Background: an optimization exercise with open tools, aiming at small area and a short achievable clock period. Do not read the settings as production practice.
RTL that was checked went through simulation tests only; none was proved equivalent to the original.
The clock port is modelled as an ideal driver; clocking choices that lean on that would not hold on a real chip.
Power figures rest on the tool's default switching activity, not on a simulated workload.

Design timing, start of the top module:
module timing (
    input clk,
    input [7:0] a,
    input [7:0] b,
    output [31:0] c
  );
For scale: about 1400 cells after synthesis, about 100 flip-flops.
Settings: LEC_CHECK=0, CAP_MARGIN=20, CORE_MARGIN=2, CORE_UTILIZATION=55, CTS_BUF_LIST=sky130_fd_sc_hd__clkbuf_4 sky130_fd_sc_hd__clkbuf_8, PLACE_DENSITY=0.7, SETUP_SLACK_MARGIN=5, SLEW_MARGIN=20, SYNTH_HIERARCHICAL=1, TNS_END_PERCENT=0; clock period 8.5 ns.
standard.sh (not shown) runs the stock make flow with config.mk's settings and CLKGATE_MAP_FILE= SYNTH_SCRIPT=/design/flow/synth_recipe.tcl, a recipe that flattens the netlist after the stock synthesis.
==> flow/flow/run.sh <==
#!/bin/bash
# The standard layout (the standard.sh, unchanged), with the port buffers that
# ORFS's buffer_ports inserts made plain buf_2 cells instead of its default pick.
export BUFFER_PORTS_ARGS="-buffer_cell sky130_fd_sc_hd__buf_2"

bash standard.sh > standard.log 2>&1
The first run completed without violations.
Edit:
--- a/flow/config.mk
+++ b/flow/config.mk
@@ -12 +12 @@
-export PLACE_DENSITY = 0.7
+export GPL_TIMING_DRIVEN = 0
Register-to-register slack degrades by 0.13 ns.
Fmax shrinks slightly.
Synthesized area does not change.
Edit:
==> flow/flow/run.sh (replaced) <==
#!/bin/bash
# The standard layout (the standard.sh, unchanged) with two additions:
#  - the port buffers that ORFS's buffer_ports inserts are plain buf_2 cells;
#  - after clock-tree synthesis, a second setup repair pass (flow/post_cts.tcl).
export BUFFER_PORTS_ARGS="-buffer_cell sky130_fd_sc_hd__buf_2"
export POST_CTS_TCL="$PWD/flow/post_cts.tcl"
bash standard.sh > standard.log 2>&1
==> flow/flow/post_cts.tcl (new file) <==
# Second setup-repair pass after CTS (same margin as the first), then re-legalize.
estimate_parasitics -placement
repair_timing -setup -setup_margin $::env(SETUP_SLACK_MARGIN) -repair_tns 0 -max_passes 200 -verbose
detailed_placement
check_placement -verbose
--- a/flow/config.mk
+++ b/flow/config.mk
@@ -12 +11,0 @@
-export GPL_TIMING_DRIVEN = 0
Clock skew stays flat.
Flip-flop and latch count stays the same.
Utilization is lower by 1.2 points.
Sequential share of layout area is higher by 0.40 points.
Design area is lower by 1.9%.
Global-route usage is lower by 4.2 points.
Via count is lower by 4.1%.
Power is lower by 6.0%.
Clock-buffer cell count is higher by 1.
Edit:
==> flow/flow/run.sh (replaced) <==
#!/bin/bash
# The standard layout (the standard.sh, unchanged), with the port buffers that
# ORFS's buffer_ports inserts made plain buf_2 cells instead of its default pick.
export BUFFER_PORTS_ARGS="-buffer_cell sky130_fd_sc_hd__buf_2"

bash standard.sh > standard.log 2>&1
--- a/flow/config.mk
+++ b/flow/config.mk
@@ -11,0 +12 @@
+export GPL_ROUTABILITY_DRIVEN = 0
removed: flow/flow/post_cts.tcl
- wire length is lower by a little under a tenth
- area after synthesis does not change
- clock power came out lower by a few percent
- worst setup slack gets worse by 0.13 ns
- global-route usage drops by 2.8 points
- power shrinks slightly
- design area decreases slightly
- die area stays the same
- combinational power stays flat
- worst hold slack gets worse by 0.0085 ns

---

Setup of old:
timing again, from the RTL that the note above started with.
// timing
module timing (
    input clk,
    input [7:0] a,
    input [7:0] b,
    output [31:0] c
  );
export LEC_CHECK = 0
export CAP_MARGIN = 20
export CORE_MARGIN = 2
export CORE_UTILIZATION = 40
export SETUP_SLACK_MARGIN = 5
export SLEW_MARGIN = 20
export SYNTH_HIERARCHICAL = 1
export TNS_END_PERCENT = 0
create_clock -name core_clock -period 8.5 [get_ports {clk}]
==> flow/flow/run.sh <==
#!/bin/bash
# The standard layout (the standard.sh, unchanged), with the port buffers that
# ORFS's buffer_ports inserts made plain buf_2 cells instead of its default pick.
export BUFFER_PORTS_ARGS="-buffer_cell sky130_fd_sc_hd__buf_2"

bash standard.sh > standard.log 2>&1
Having completed the whole flow, old delivered a layout that passed the timing, DRC and antenna checks.
Modified inputs, new compared to old
# old
export LEC_CHECK = 0
export CAP_MARGIN = 20
export CORE_MARGIN = 2
export CORE_UTILIZATION = 40
export SETUP_SLACK_MARGIN = 5
export SLEW_MARGIN = 20
export SYNTH_HIERARCHICAL = 1
export TNS_END_PERCENT = 0
create_clock -name core_clock -period 8.5 [get_ports {clk}]
# new
export LEC_CHECK = 0
export CAP_MARGIN = 20
export CORE_MARGIN = 2
export CORE_UTILIZATION = 55
export CTS_BUF_LIST = sky130_fd_sc_hd__clkbuf_4 sky130_fd_sc_hd__clkbuf_8
export SETUP_SLACK_MARGIN = 5
export SLEW_MARGIN = 20
export SYNTH_HIERARCHICAL = 1
export TNS_END_PERCENT = 0
create_clock -name core_clock -period 8.5 [get_ports {clk}]
Row post-detailed-routing wire length: new higher / old lower. Die boundary height in new is 24 µm lower than in old. On new: design area is 3.1% lower than what old gave. The number of global-route vias before repair in new was higher than what old gave. Total track usage: higher on new. As far as worst setup slack is concerned, new and old perform about the same.

---

Another version of the RTL of timing (not shown whole).
Size in the first run: about 49 I/O pins, about 9900 µm² of cells after synthesis.
## timing
module timing (
    input clk,
    input [7:0] a,
    input [7:0] b,
    output [31:0] c
  );
==> flow/config.mk <==
export PLATFORM = sky130hd
export DESIGN_NAME = timing
export DESIGN_NICKNAME = timing
export VERILOG_FILES = /design/flow/design.v
export SDC_FILE = /design/flow/constraint.sdc
export NUM_CORES = 4
export LEC_CHECK = 0
export CAP_MARGIN = 20
export CORE_MARGIN = 2
export CORE_UTILIZATION = 40
export SETUP_SLACK_MARGIN = 5
export SLEW_MARGIN = 20
export SYNTH_HIERARCHICAL = 1
==> flow/constraint.sdc <==
create_clock -name core_clock -period 8.5 [get_ports {clk}]
set_input_delay 1.7000 -clock core_clock [delete_from_list [all_inputs] [get_ports {clk}]]
set_output_delay 1.7000 -clock core_clock [all_outputs]
set_load 0.01 [all_outputs]
run.sh (not shown) runs the stock make flow with config.mk's settings and CLKGATE_MAP_FILE= SYNTH_SCRIPT=/design/flow/synth_recipe.tcl, a recipe that flattens the netlist after the stock synthesis.
Stock flow here: none of the scripts above is used.
The baseline passed the timing, DRC and antenna checks.
Edit:
SETUP_SLACK_MARGIN = 4.5   (was 5)
TNS_END_PERCENT = 0   (was default)
Global-route usage fell by 1.8 points.
Setup slack got worse by 0.45 ns.
Combinational power fell by about 7%.
Final cell count fell by 6.6%.
Sequential cell count does not change.
Wire length fell by 7.7%.
Sequential share of layout area rose by 2.0 points.
No run of this note included a check of the RTL's function; only the layout flow was run.

---

== north ==
Starting RTL as in the previous note.
Settings: LEC_CHECK=0, CAP_MARGIN=20, CORE_MARGIN=2, CORE_UTILIZATION=40, SETUP_SLACK_MARGIN=5, SLEW_MARGIN=20, SYNTH_HIERARCHICAL=1, TNS_END_PERCENT=0; clock period 8.5 ns.
diff inputs: north => south
Settings: TNS_END_PERCENT: 0 -> unset; CTS_BUF_LIST: unset -> sky130_fd_sc_hd__clkbuf_4 sky130_fd_sc_hd__clkbuf_8.
- south was carried through to the last stage, and its layout satisfied the timing, DRC and antenna checks.
- Between north and south, the flow reports number of nets in the layout increasing slightly.
- south does worse than north on setup slack.
- south vs north, wire length on met3 went up by about 2.3%.
- In the metrics for north and south, the one carrying the lower worst path required time is south.
Function was not checked in any run of this note: the RTL went through the layout flow alone.

[static timing again, ports no longer ideal]
No port has a modelled driver above. Below, the same layouts with a new extraction and two added sets of constraints.
Step 1, drivers: a clkbuf_16 drives clk and a buf_2 each remaining input, both assumed.
Step 2 moves the port delays by t, midway between the first and last clock arrival at a register: inputs arrive t later, outputs are due t later. That takes back most of the time a late clock gives input paths.
Three values: ideal, step 1, step 2; two values: the first two.
| run | t, ns | setup slack, ns | hold slack, ns | worst setup path after step 2 | latest minus earliest clock arrival (ns) |
|---|---|---|---|---|---|
| the first run of note 1 | 0.415 | 4.970 / 4.979 / 4.564 | 0.322 / 0.322 / 0.322 | input to register | 0.020 / 0.021 |
| the second run of note 1 | 0.413 | 4.952 / 4.952 / 4.569 | 0.339 / 0.339 / 0.339 | input to register | 0.014 / 0.014 |
| the third run of note 1 | 0.404 | 4.967 / 4.941 / 4.537 | 0.339 / 0.339 / 0.339 | input to register | 0.012 / 0.012 |
| the fourth run of note 1 | 0.405 | 4.842 / 4.846 / 4.441 | 0.331 / 0.331 / 0.331 | input to register | 0.012 / 0.012 |
| old | 0.388 | 4.949 / 4.947 / 4.559 | 0.329 / 0.329 / 0.329 | input to register | 0.010 / 0.010 |
| new | 0.404 | 4.946 / 4.956 / 4.552 | 0.340 / 0.340 / 0.340 | input to register | 0.012 / 0.012 |
| the first run of note 3 | 0.388 | 4.874 / 4.888 / 4.500 | 0.327 / 0.327 / 0.327 | input to register | 0.010 / 0.010 |
| the second run of note 3 | 0.393 | 4.423 / 4.413 / 4.021 | 0.330 / 0.330 / 0.330 | input to register | 0.013 / 0.013 |
| north | 0.398 | 4.956 / 4.954 / 4.557 | 0.325 / 0.325 / 0.325 | input to register | 0.013 / 0.013 |
| south | 0.416 | 4.887 / 4.899 / 4.483 | 0.330 / 0.330 / 0.330 | input to register | 0.014 / 0.014 |
After both steps setup and hold are still met in every run listed. The setup slack of the third run of note 1, which loses most, moves by -0.026 ns with the drivers and by -0.430 ns with both steps.
